What follows belongs to an exercise in optimizing a design on an open flow for small area and a short achievable clock period; a production flow would make more cautious choices.
In this exercise RTL edits were held to simulation tests only and were not proved equivalent to the original.
The flow treats the clock pin as an ideal source. Dropping or thinning the clock tree relies on that and would not hold on a real chip.
Power figures rest on the tool's default switching activity, not on a simulated workload.

== try-fjord ==
==> flow/design.v (excerpt) <==
module alu4_top (
  input  wire        clk,
  input  wire [13:0] i,
  output wire [7:0]  o
);
==> flow/config.mk <==
export PLATFORM = sky130hd
export DESIGN_NAME = alu4_top
export DESIGN_NICKNAME = alu4_top
export VERILOG_FILES = /design/flow/design.v
export SDC_FILE = /design/flow/constraint.sdc
export NUM_CORES = 4
export LEC_CHECK = 0
export CAP_MARGIN = 20
export CORE_MARGIN = 2
export CORE_UTILIZATION = 20
export SLEW_MARGIN = 20
export SYNTH_HIERARCHICAL = 1
export SYNTH_MINIMUM_KEEP_SIZE = 0
==> flow/constraint.sdc <==
create_clock -name core_clock -period 5.0 [get_ports {clk}]
set_input_delay 1.0000 -clock core_clock [delete_from_list [all_inputs] [get_ports {clk}]]
set_output_delay 1.0000 -clock core_clock [all_outputs]
set_load 0.01 [all_outputs]
standard.sh (not shown) runs the stock make flow with config.mk's settings and CLKGATE_MAP_FILE= SYNTH_SCRIPT=/design/flow/synth_recipe.tcl, a recipe that flattens the netlist after the stock synthesis.
==> flow/flow/run.sh <==
#!/bin/bash
# Standard ORFS layout (the standard.sh) with these changes:
#  - port buffers are buf_1 (input) and buf_2 (output) instead of the delay cell
#    buffer_ports picks by default;
#  - before floorplanning, combinational cells that synthesis upsized are put back
#    to drive 1 (downsize.tcl); timing repair may upsize them again;
#  - clock tree synthesis is replaced by one buf_12 between the clock port and all
#    22 register clock pins (clk_tree.tcl), so every register sees the same clock.
# Each tool's output goes to its own log file here.
set -e
export BUFFER_PORTS_ARGS="-buffer_cell sky130_fd_sc_hd__buf_1"
export PRE_FLOORPLAN_TCL=$(pwd)/flow/downsize.tcl
bash standard.sh place > standard_place.log 2>&1
export RES=$(pwd)/orfs/results/$FLOW_PLATFORM/alu4_top/base
export CLKBUF=sky130_fd_sc_hd__buf_12
export OUTBUF=sky130_fd_sc_hd__buf_2
openroad -no_init -exit flow/clk_tree.tcl > clk_tree.log 2>&1
bash standard.sh > standard_finish.log 2>&1
==> flow/flow/clk_tree.tcl <==
# Output port buffers set to $OUTBUF (if given).
# Clock tree: one $CLKBUF between the clock port and every register clock pin,
# placed at the centre of the registers, then legalised.
set plat $::env(FLOW_HOME)/platforms/$::env(FLOW_PLATFORM)
read_liberty $plat/lib/sky130_fd_sc_hd__tt_025C_1v80.lib
read_db $::env(RES)/3_place.odb
read_sdc $::env(RES)/3_place.sdc
set block [ord::get_db_block]
set clknet [$block findNet clk]
set master [[ord::get_db] findMaster $::env(CLKBUF)]
if {[info exists ::env(OUTBUF)]} {
  set ob [[ord::get_db] findMaster $::env(OUTBUF)]
  foreach bt [$block getBTerms] {
    if {[$bt getIoType] ne "OUTPUT"} continue
    set drv [[$bt getNet] getFirstOutput]
    if {$drv ne "NULL"} { [$drv getInst] swapMaster $ob; puts "output buffer [[$drv getInst] getName] -> $::env(OUTBUF)" }
  }
}
set buf [odb::dbInst_create $block $master clkbuf_root]
set leaf [odb::dbNet_create $block clknet_root]
$leaf setSigType CLOCK
$clknet setSigType CLOCK
set sx 0; set sy 0; set n 0
foreach it [$clknet getITerms] {
  set inst [$it getInst]
  set loc [$inst getLocation]
  set sx [expr {$sx + [lindex $loc 0]}]; set sy [expr {$sy + [lindex $loc 1]}]; incr n
  set mt [$it getMTerm]
  $it disconnect
  $it connect $leaf
}
puts "moved $n clock sinks to clknet_root"
[$buf findITerm A] connect $clknet
[$buf findITerm X] connect $leaf
$buf setLocation [expr {$sx / $n}] [expr {$sy / $n}]
$buf setPlacementStatus PLACED
global_connect
set_propagated_clock [all_clocks]
detailed_placement
check_placement -verbose
source $plat/setRC.tcl
estimate_parasitics -placement
report_clock_skew
report_checks -path_delay min_max
write_db $::env(RES)/4_1_cts.odb
write_sdc -no_timestamp $::env(RES)/4_cts.sdc
Other scripts of this flow, unchanged in this note and not shown: flow/flow/downsize.tcl
Inputs modified between try-fjord and try-umber:
Settings: changing CORE_UTILIZATION from 20 to 50.
## What came out
Comparing try-fjord and try-umber, the lower minimum period implied by the final worst setup slack is on try-umber. try-umber vs try-fjord: sequential share of layout area up in try-umber. Compared with try-fjord, try-umber has extra setup slack. Against try-fjord as the reference, try-umber delivers a higher total power divided by cell area.
[inputs] try-willow vs try-umber
Settings: CORE_UTILIZATION now 20, was 50.
==> flow/flow/run.sh <==
#!/bin/bash
# Standard ORFS layout with buf_1 port buffers, except clock tree synthesis:
# the clock reaches all registers through a single clock buffer (clk_tree.tcl).
set -e
export BUFFER_PORTS_ARGS="-buffer_cell sky130_fd_sc_hd__buf_1"
export PRE_FLOORPLAN_TCL=$(pwd)/flow/downsize.tcl
bash standard.sh place > standard_place.log 2>&1
RES=$(pwd)/orfs/results/$FLOW_PLATFORM/alu4_top/base
export RES
export CLKBUF=sky130_fd_sc_hd__clkbuf_8
export OUTBUF=sky130_fd_sc_hd__buf_2
openroad -no_init -exit flow/clk_tree.tcl > clk_tree.log 2>&1
bash standard.sh > standard_finish.log 2>&1
Findings:
NOTE total detailed-routing wirelength try-umber->try-willow increased by more than a quarter
Against try-umber, try-willow reports a clock network fraction of total power that is lower.
try-willow reports a higher met3 routing resource usage after global routing than try-umber does.
Compared with try-umber, try-willow shows a post-route worst setup slack that is 0.079 ns lower.
try-umber → try-willow: detailed-router iteration count before antenna repair now larger; global-route wire length before repair now larger.
In try-willow relative to try-umber, final cell area excluding filler cells had gone up by a few percent.
try-willow vs try-umber on final period utilization: try-willow is the higher one.
In every run of this note, the design's own scripts or RTL, not TritonCTS, make the clock network.

========
Setup of build 67:
alu4_top again, from the RTL that the note above started with.
Settings: LEC_CHECK=0, CAP_MARGIN=20, CORE_MARGIN=2, CORE_UTILIZATION=20, SLEW_MARGIN=20, SYNTH_HIERARCHICAL=1, SYNTH_MINIMUM_KEEP_SIZE=0; clock period 5.0 ns.
==> flow/flow/run.sh <==
#!/bin/bash
# Standard ORFS layout with buf_1 port buffers, except clock tree synthesis:
# the clock reaches all registers through a single clock buffer (clk_tree.tcl).
set -e
export BUFFER_PORTS_ARGS="-buffer_cell sky130_fd_sc_hd__buf_1"
bash standard.sh place > standard_place.log 2>&1
RES=$(pwd)/orfs/results/$FLOW_PLATFORM/alu4_top/base
export RES
openroad -no_init -exit flow/clk_tree.tcl > clk_tree.log 2>&1
bash standard.sh > standard_finish.log 2>&1
==> flow/flow/clk_tree.tcl <==
# Clock tree: one clkbuf_16 between the clock port and every register clock pin,
# placed at the centre of the registers, then legalised.
set plat $::env(FLOW_HOME)/platforms/$::env(FLOW_PLATFORM)
read_liberty $plat/lib/sky130_fd_sc_hd__tt_025C_1v80.lib
read_db $::env(RES)/3_place.odb
read_sdc $::env(RES)/3_place.sdc
set block [ord::get_db_block]
set clknet [$block findNet clk]
set master [[ord::get_db] findMaster sky130_fd_sc_hd__clkbuf_16]
set buf [odb::dbInst_create $block $master clkbuf_root]
set leaf [odb::dbNet_create $block clknet_root]
$leaf setSigType CLOCK
$clknet setSigType CLOCK
set sx 0; set sy 0; set n 0
foreach it [$clknet getITerms] {
  set inst [$it getInst]
  set loc [$inst getLocation]
  set sx [expr {$sx + [lindex $loc 0]}]; set sy [expr {$sy + [lindex $loc 1]}]; incr n
  set mt [$it getMTerm]
  $it disconnect
  $it connect $leaf
}
puts "moved $n clock sinks to clknet_root"
[$buf findITerm A] connect $clknet
[$buf findITerm X] connect $leaf
$buf setLocation [expr {$sx / $n}] [expr {$sy / $n}]
$buf setPlacementStatus PLACED
global_connect
set_propagated_clock [all_clocks]
detailed_placement
check_placement -verbose
source $plat/setRC.tcl
estimate_parasitics -placement
report_clock_skew
report_checks -path_delay min_max
write_db $::env(RES)/4_1_cts.odb
write_sdc -no_timestamp $::env(RES)/4_cts.sdc
Edits applied to the flow inputs when going from build 67 to build 97:
--- a/flow/flow/run.sh
+++ b/flow/flow/run.sh
@@ -5,0 +6 @@
+export PRE_FLOORPLAN_TCL=$(pwd)/flow/downsize.tcl
==> flow/flow/downsize.tcl (new file) <==
# Before floorplanning: put every combinational cell that synthesis upsized
# back to its drive-1 variant (timing repair later upsizes where it must).
set n 0
foreach inst [[ord::get_db_block] getInsts] {
  set m [[$inst getMaster] getName]
  if {[regexp {^(sky130_fd_sc_hd__[a-z0-9]+)_([0-9]+)$} $m -> base drive] && $drive > 1 && ![string match *df* $base]} {
    set small [[ord::get_db] findMaster ${base}_1]
    if {$small ne "NULL"} {
      $inst swapMaster $small
      incr n
    }
  }
}
puts "downsize: $n cells set to drive 1"
Notes after the runs:
- Relative to build 67, build 97 degrades hold slack.
- | fmax | build 97 vs build 67 | ≈ equal |
- [compare] base=build 67 new=build 97: total length of routed wires decreased by 4.5% relative to the old numbers; global placement routability congestion increased by 15% relative to the old numbers.
- Die height of build 97 falls short of that of build 67 by a few percent.
Changes in build 93 relative to build 97:
--- a/flow/flow/run.sh
+++ b/flow/flow/run.sh
@@ -9,0 +10,2 @@
+export CLKBUF=sky130_fd_sc_hd__clkbuf_16
+export OUTBUF=sky130_fd_sc_hd__buf_2
--- a/flow/flow/clk_tree.tcl
+++ b/flow/flow/clk_tree.tcl
@@ -1 +1,2 @@
-# Clock tree: one clkbuf_16 between the clock port and every register clock pin,
+# Output port buffers set to $OUTBUF (if given).
+# Clock tree: one $CLKBUF between the clock port and every register clock pin,
@@ -9 +10,9 @@
-set master [[ord::get_db] findMaster sky130_fd_sc_hd__clkbuf_16]
+set master [[ord::get_db] findMaster $::env(CLKBUF)]
+if {[info exists ::env(OUTBUF)]} {
+  set ob [[ord::get_db] findMaster $::env(OUTBUF)]
+  foreach bt [$block getBTerms] {
+    if {[$bt getIoType] ne "OUTPUT"} continue
+    set drv [[$bt getNet] getFirstOutput]
+    if {$drv ne "NULL"} { [$drv getInst] swapMaster $ob; puts "output buffer [[$drv getInst] getName] -> $::env(OUTBUF)" }
+  }
+}
- Build 93 was carried through to the last stage, and its layout satisfied the timing, design-rule and antenna checks.
- Per the comparison of build 93 with build 97, share of the core filled with cells went up by 0.30 points; time the final worst path needs with I/O delays and setup saw a decrease; number of DRC markers in iteration 0 shows no meaningful change; worst setup slack higher.
- Between build 97 and build 93, the routed wire length figures differ only marginally.
- Across both runs, switching part of the total power was lower for build 93 than for build 97.
- Build 97 -> build 93: via count normalized by instance count flat
- Build 93 vs build 97, final period utilization went down by 0.52 points.
- Row cell area: build 93 higher / build 97 lower
- From build 97 to build 93 the numbers moved as follows: detailed-route via count saw little to no change, power higher.
#### Input delta (build 35 over build 93)
--- a/flow/flow/run.sh
+++ b/flow/flow/run.sh
@@ -10 +10 @@
-export CLKBUF=sky130_fd_sc_hd__clkbuf_16
+export CLKBUF=sky130_fd_sc_hd__buf_12
Notes after the runs:
- Build 35 ended with less critical path data arrival time than build 93.
- Build 93 → build 35: total chip power dropped 2.8 µW, leakage power dropped 0.80%, number of search-and-repair iterations in the first detailed-routing pass dropped 1.
- Going from build 93 to build 35, total of endpoints with negative setup slack in the final report stayed essentially flat; utilization fell by 0.15 points.
No run of this note takes its clock network from TritonCTS; it comes from the design's own scripts or RTL.

========
The RTL this note starts from:
==> flow/design.v <==
module alu4_top (
  input  wire        clk,
  input  wire [13:0] i,
  output wire [7:0]  o
);
  reg  [13:0] a_q;
  reg  [7:0]  y_q;
  wire [7:0]  y_c;
  alu4 u_alu4 (
    .i_0_(a_q[0]),
    .i_1_(a_q[1]),
    .i_2_(a_q[2]),
    .i_3_(a_q[3]),
    .i_4_(a_q[4]),
    .i_5_(a_q[5]),
    .i_6_(a_q[6]),
    .i_7_(a_q[7]),
    .i_8_(a_q[8]),
    .i_9_(a_q[9]),
    .i_10_(a_q[10]),
    .i_11_(a_q[11]),
    .i_12_(a_q[12]),
    .i_13_(a_q[13]),
    .o_0_(y_c[0]),
    .o_1_(y_c[1]),
    .o_2_(y_c[2]),
    .o_3_(y_c[3]),
    .o_4_(y_c[4]),
    .o_5_(y_c[5]),
    .o_6_(y_c[6]),
    .o_7_(y_c[7])
  );
  always @(posedge clk) begin
    a_q <= i;
    y_q <= y_c;
  end
  assign o = y_q;
endmodule

module alu4 (
	i_9_, i_10_, i_7_, i_8_, i_5_, i_6_, i_3_, i_13_,
	i_4_, i_12_, i_1_, i_11_, i_2_, i_0_, o_1_, o_2_, o_0_, o_7_,
	o_5_, o_6_, o_3_, o_4_);
input i_9_;
input i_10_;
input i_7_;
input i_8_;
input i_5_;
input i_6_;
input i_3_;
input i_13_;
input i_4_;
input i_12_;
input i_1_;
input i_11_;
input i_2_;
input i_0_;
output o_1_;
output o_2_;
output o_0_;
output o_7_;
output o_5_;
output o_6_;
output o_3_;
output o_4_;
wire new_n23;
wire new_n24;
wire new_n25;
wire new_n26;
wire new_n27;
wire new_n28;
wire new_n29;
wire new_n30;
wire new_n32;
wire new_n33;
wire new_n34;
wire new_n35;
wire new_n36;
wire new_n37;
wire new_n38;
wire new_n39;
wire new_n40;
wire new_n41;
wire new_n42;
wire new_n43;
wire new_n45;
wire new_n47;
wire new_n48;
wire new_n49;
wire new_n50;
wire new_n51;
wire new_n52;
wire new_n53;
wire new_n54;
wire new_n55;
wire new_n56;
wire new_n57;
wire new_n58;
wire new_n59;
wire new_n60;
  g_inv g00 (.A(i_8_), .Y(new_n23));
  g_o221a g01 (.A1(i_10_), .A2(i_8_), .B1(i_9_), .B2(new_n23), .C1(i_3_), .X(new_n24));
  g_a221oi g02 (.A1(new_n23), .A2(i_11_), .B1(i_8_), .B2(i_12_), .C1(i_3_), .Y(new_n25));
  g_nor2 g03 (.A(new_n24), .B(new_n25), .Y(new_n26));
  g_inv g04 (.A(i_4_), .Y(new_n27));
  g_or2 g05 (.A(i_13_), .B(new_n27), .X(new_n28));
  g_nand2 g06 (.A(new_n26), .B(new_n28), .Y(new_n29));
  g_o21ai g07 (.A1(new_n26), .A2(new_n28), .B1(new_n29), .Y(new_n30));
  g_inv g08 (.A(new_n30), .Y(o_1_));
  g_inv g09 (.A(i_5_), .Y(new_n32));
  g_a221oi g10 (.A1(new_n32), .A2(i_11_), .B1(i_5_), .B2(i_12_), .C1(i_0_), .Y(new_n33));
  g_o221a g11 (.A1(i_10_), .A2(i_5_), .B1(i_9_), .B2(new_n32), .C1(i_0_), .X(new_n34));
  g_inv g12 (.A(i_6_), .Y(new_n35));
  g_o221a g13 (.A1(i_10_), .A2(i_6_), .B1(i_9_), .B2(new_n35), .C1(i_1_), .X(new_n36));
  g_or2 g14 (.A(new_n34), .B(new_n36), .X(new_n37));
  g_inv g15 (.A(i_7_), .Y(new_n38));
  g_o221ai g16 (.A1(i_10_), .A2(i_7_), .B1(i_9_), .B2(new_n38), .C1(i_2_), .Y(new_n39));
  g_a221oi g17 (.A1(new_n38), .A2(i_11_), .B1(i_7_), .B2(i_12_), .C1(i_2_), .Y(new_n40));
  g_a221oi g18 (.A1(new_n35), .A2(i_11_), .B1(i_6_), .B2(i_12_), .C1(i_1_), .Y(new_n41));
  g_a211oi g19 (.A1(new_n25), .A2(new_n39), .B1(new_n40), .C1(new_n41), .Y(new_n42));
  g_nor2 g20 (.A(new_n37), .B(new_n42), .Y(new_n43));
  g_nor2 g21 (.A(new_n33), .B(new_n43), .Y(o_2_));
  g_inv g22 (.A(new_n39), .Y(new_n45));
  g_or3 g23 (.A(new_n37), .B(new_n45), .C(new_n24), .X(o_0_));
  g_nor2 g24 (.A(new_n45), .B(new_n40), .Y(new_n47));
  g_nor2 g25 (.A(i_13_), .B(new_n24), .Y(new_n48));
  g_nand2 g26 (.A(new_n29), .B(new_n48), .Y(new_n49));
  g_nand2 g27 (.A(new_n47), .B(new_n49), .Y(new_n50));
  g_o21ai g28 (.A1(new_n47), .A2(new_n49), .B1(new_n50), .Y(new_n51));
  g_nor2 g29 (.A(new_n36), .B(new_n41), .Y(new_n52));
  g_nor2 g30 (.A(i_13_), .B(new_n45), .Y(new_n53));
  g_nand2 g31 (.A(new_n50), .B(new_n53), .Y(new_n54));
  g_nand2 g32 (.A(new_n52), .B(new_n54), .Y(new_n55));
  g_o21ai g33 (.A1(new_n52), .A2(new_n54), .B1(new_n55), .Y(new_n56));
  g_nor2 g34 (.A(new_n33), .B(new_n34), .Y(new_n57));
  g_nor2 g35 (.A(i_13_), .B(new_n36), .Y(new_n58));
  g_nand2 g36 (.A(new_n55), .B(new_n58), .Y(new_n59));
  g_nor2 g37 (.A(new_n57), .B(new_n59), .Y(new_n60));
  g_a21oi g38 (.A1(new_n57), .A2(new_n59), .B1(new_n60), .Y(o_4_));
  g_nor4b g39 (.A(new_n30), .B(new_n51), .C(new_n56), .D_N(o_4_), .Y(o_7_));
  g_inv g40 (.A(new_n56), .Y(o_5_));
  g_inv g41 (.A(new_n51), .Y(o_6_));
  g_o21ai g42 (.A1(new_n27), .A2(o_0_), .B1(o_2_), .Y(o_3_));
endmodule
module g_a211oi (A1, A2, B1, C1, Y);
  input A1;
  input A2;
  input B1;
  input C1;
  output Y;
  assign Y = (~A1&~B1&~C1) | (~A2&~B1&~C1);
endmodule
module g_a21oi (A1, A2, B1, Y);
  input A1;
  input A2;
  input B1;
  output Y;
  assign Y = (~A1&~B1) | (~A2&~B1);
endmodule
module g_a221oi (A1, A2, B1, B2, C1, Y);
  input A1;
  input A2;
  input B1;
  input B2;
  input C1;
  output Y;
  assign Y = (~A1&~B1&~C1) | (~A1&~B2&~C1) | (~A2&~B1&~C1) | (~A2&~B2&~C1);
endmodule
module g_inv (A, Y);
  input A;
  output Y;
  assign Y = (~A);
endmodule
module g_nand2 (A, B, Y);
  input A;
  input B;
  output Y;
  assign Y = (~A) | (~B);
endmodule
module g_nor2 (A, B, Y);
  input A;
  input B;
  output Y;
  assign Y = (~A&~B);
endmodule
module g_nor4b (A, B, C, D_N, Y);
  input A;
  input B;
  input C;
  input D_N;
  output Y;
  assign Y = (~A&~B&~C&D_N);
endmodule
module g_o21ai (A1, A2, B1, Y);
  input A1;
  input A2;
  input B1;
  output Y;
  assign Y = (~A1&~A2) | (~B1);
endmodule
module g_o221a (A1, A2, B1, B2, C1, X);
  input A1;
  input A2;
  input B1;
  input B2;
  input C1;
  output X;
  assign X = (A1&B1&C1) | (A2&B1&C1) | (A1&B2&C1) | (A2&B2&C1);
endmodule
module g_o221ai (A1, A2, B1, B2, C1, Y);
  input A1;
  input A2;
  input B1;
  input B2;
  input C1;
  output Y;
  assign Y = (~B1&~B2) | (~A1&~A2) | (~C1);
endmodule
module g_or2 (A, B, X);
  input A;
  input B;
  output X;
  assign X = (A) | (B);
endmodule
module g_or3 (A, B, C, X);
  input A;
  input B;
  input C;
  output X;
  assign X = (A) | (B) | (C);
endmodule
export LEC_CHECK = 0
export CAP_MARGIN = 20
export CORE_MARGIN = 2
export CORE_UTILIZATION = 40
export CTS_BUF_LIST = sky130_fd_sc_hd__clkbuf_16
export CTS_CLUSTER_DIAMETER = 200
export CTS_CLUSTER_SIZE = 30
export SLEW_MARGIN = 20
export SYNTH_HIERARCHICAL = 1
export SYNTH_MINIMUM_KEEP_SIZE = 0
create_clock -name core_clock -period 5.0 [get_ports {clk}]
==> flow/flow/run.sh <==
#!/bin/bash
# Standard ORFS layout, with port buffers of a chosen cell.
export BUFFER_PORTS_ARGS="-buffer_cell sky130_fd_sc_hd__buf_1"
bash standard.sh > standard.log 2>&1
The baseline finished with timing, DRC and antenna clean.
Change:
CORE_UTILIZATION = 20   (was 40)
CTS_BUF_LIST = unset   (was sky130_fd_sc_hd__clkbuf_16)
CTS_CLUSTER_DIAMETER = unset   (was 200)
CTS_CLUSTER_SIZE = unset   (was 30)
Power drops by 22%.
Register-to-register slack is worse by 0.02 ns.
First-iteration DRC count drops by 22%.
Core utilization drops by 27 points.
Change:
==> flow/flow/run.sh (replaced) <==
#!/bin/bash
# Standard ORFS layout with buf_1 port buffers, except clock tree synthesis:
# the clock reaches all registers through a single clock buffer (clk_tree.tcl).
set -e
export BUFFER_PORTS_ARGS="-buffer_cell sky130_fd_sc_hd__buf_1"
bash standard.sh place > standard_place.log 2>&1
RES=$(pwd)/orfs/results/$FLOW_PLATFORM/alu4_top/base
export RES
openroad -no_init -exit flow/clk_tree.tcl > clk_tree.log 2>&1
bash standard.sh > standard_finish.log 2>&1
==> flow/flow/clk_tree.tcl (new file) <==
# Clock tree: one clkbuf_16 between the clock port and every register clock pin,
# placed at the centre of the registers, then legalised.
set plat $::env(FLOW_HOME)/platforms/$::env(FLOW_PLATFORM)
read_liberty $plat/lib/sky130_fd_sc_hd__tt_025C_1v80.lib
read_db $::env(RES)/3_place.odb
read_sdc $::env(RES)/3_place.sdc
set block [ord::get_db_block]
set clknet [$block findNet clk]
set master [[ord::get_db] findMaster sky130_fd_sc_hd__clkbuf_16]
set buf [odb::dbInst_create $block $master clkbuf_root]
set leaf [odb::dbNet_create $block clknet_root]
$leaf setSigType CLOCK
$clknet setSigType CLOCK
set sx 0; set sy 0; set n 0
foreach it [$clknet getITerms] {
  set inst [$it getInst]
  set loc [$inst getLocation]
  set sx [expr {$sx + [lindex $loc 0]}]; set sy [expr {$sy + [lindex $loc 1]}]; incr n
  set mt [$it getMTerm]
  $it disconnect
  $it connect $leaf
}
puts "moved $n clock sinks to clknet_root"
[$buf findITerm A] connect $clknet
[$buf findITerm X] connect $leaf
$buf setLocation [expr {$sx / $n}] [expr {$sy / $n}]
$buf setPlacementStatus PLACED
global_connect
set_propagated_clock [all_clocks]
detailed_placement
check_placement -verbose
source $plat/setRC.tcl
estimate_parasitics -placement
report_clock_skew
report_checks -path_delay min_max
write_db $::env(RES)/4_1_cts.odb
write_sdc -no_timestamp $::env(RES)/4_cts.sdc
SETUP_SLACK_MARGIN = 3.45   (was unset)
Total power grows by 6.5%.
Die area stays the same.
Global-route usage shrinks by 0.84 points.
Routed wire length grows by 8.8%.
Critical path depth shrinks by 1.
Change:
SETUP_SLACK_MARGIN = unset   (was 3.45)
After rerunning: Worst setup slack is worse by 0.11 ns; clock skew is about the same; power is lower by a few percent; routed wire length shrinks by roughly a tenth; fmax is lower by a few percent; worst hold slack hardly moves; first-iteration DRC count shrinks by well over a third; final area shrinks by roughly a tenth; combinational power falls by a quarter to a third; synthesized area stays the same; final cell count is lower by a few percent.
In the third and fourth runs of this note the design's own scripts or RTL, not TritonCTS, make the clock network.

[port drivers added, routing unchanged]
Ports are ideal in the flow. The routed layouts listed here were re-timed in OpenROAD.
Step 1: set_driving_cell puts a clkbuf_16 on clk and a buf_2 on each other input, an assumption about the parent block.
Step 2, shift: input delay + t, output delay - t, t = (earliest + latest rising clock arrival at the registers) / 2. This alone moves slack from input paths to output paths.
Three values: ideal, step 1, step 2; two values: the first two.
run | t, ns | slack for setup (ns) | worst setup path at the end | worst data-port slew with drivers (ns) | cell pins on the clock port's net
try-fjord | 0.144 | 3.445 / 3.417 / 3.517 | register to register | 0.03 | 1
try-umber | 0.148 | 3.455 / 3.426 / 3.520 | register to register | 0.03 | 1
try-willow | 0.192 | 3.377 / 3.355 / 3.495 | register to register | 0.03 | 1
build 67 | 0.168 | 3.391 / 3.365 / 3.473 | register to register | 0.03 | 1
build 97 | 0.166 | 3.395 / 3.371 / 3.519 | register to register | 0.03 | 1
build 93 | 0.166 | 3.421 / 3.396 / 3.517 | register to register | 0.03 | 1
build 35 | 0.144 | 3.445 / 3.417 / 3.517 | register to register | 0.03 | 1
the first run of note 3 | 0.277 | 3.237 / 3.237 / 3.237 | register to register | 0.03 | 1
the second run of note 3 | 0.316 | 3.215 / 3.206 / 3.215 | register to register | 0.03 | 1
the third run of note 3 | 0.169 | 3.319 / 3.319 / 3.319 | register to register | 0.03 | 1
the fourth run of note 3 | 0.173 | 3.208 / 3.208 / 3.208 | register to register | 0.03 | 1
After both steps setup and hold are still met in every run listed.
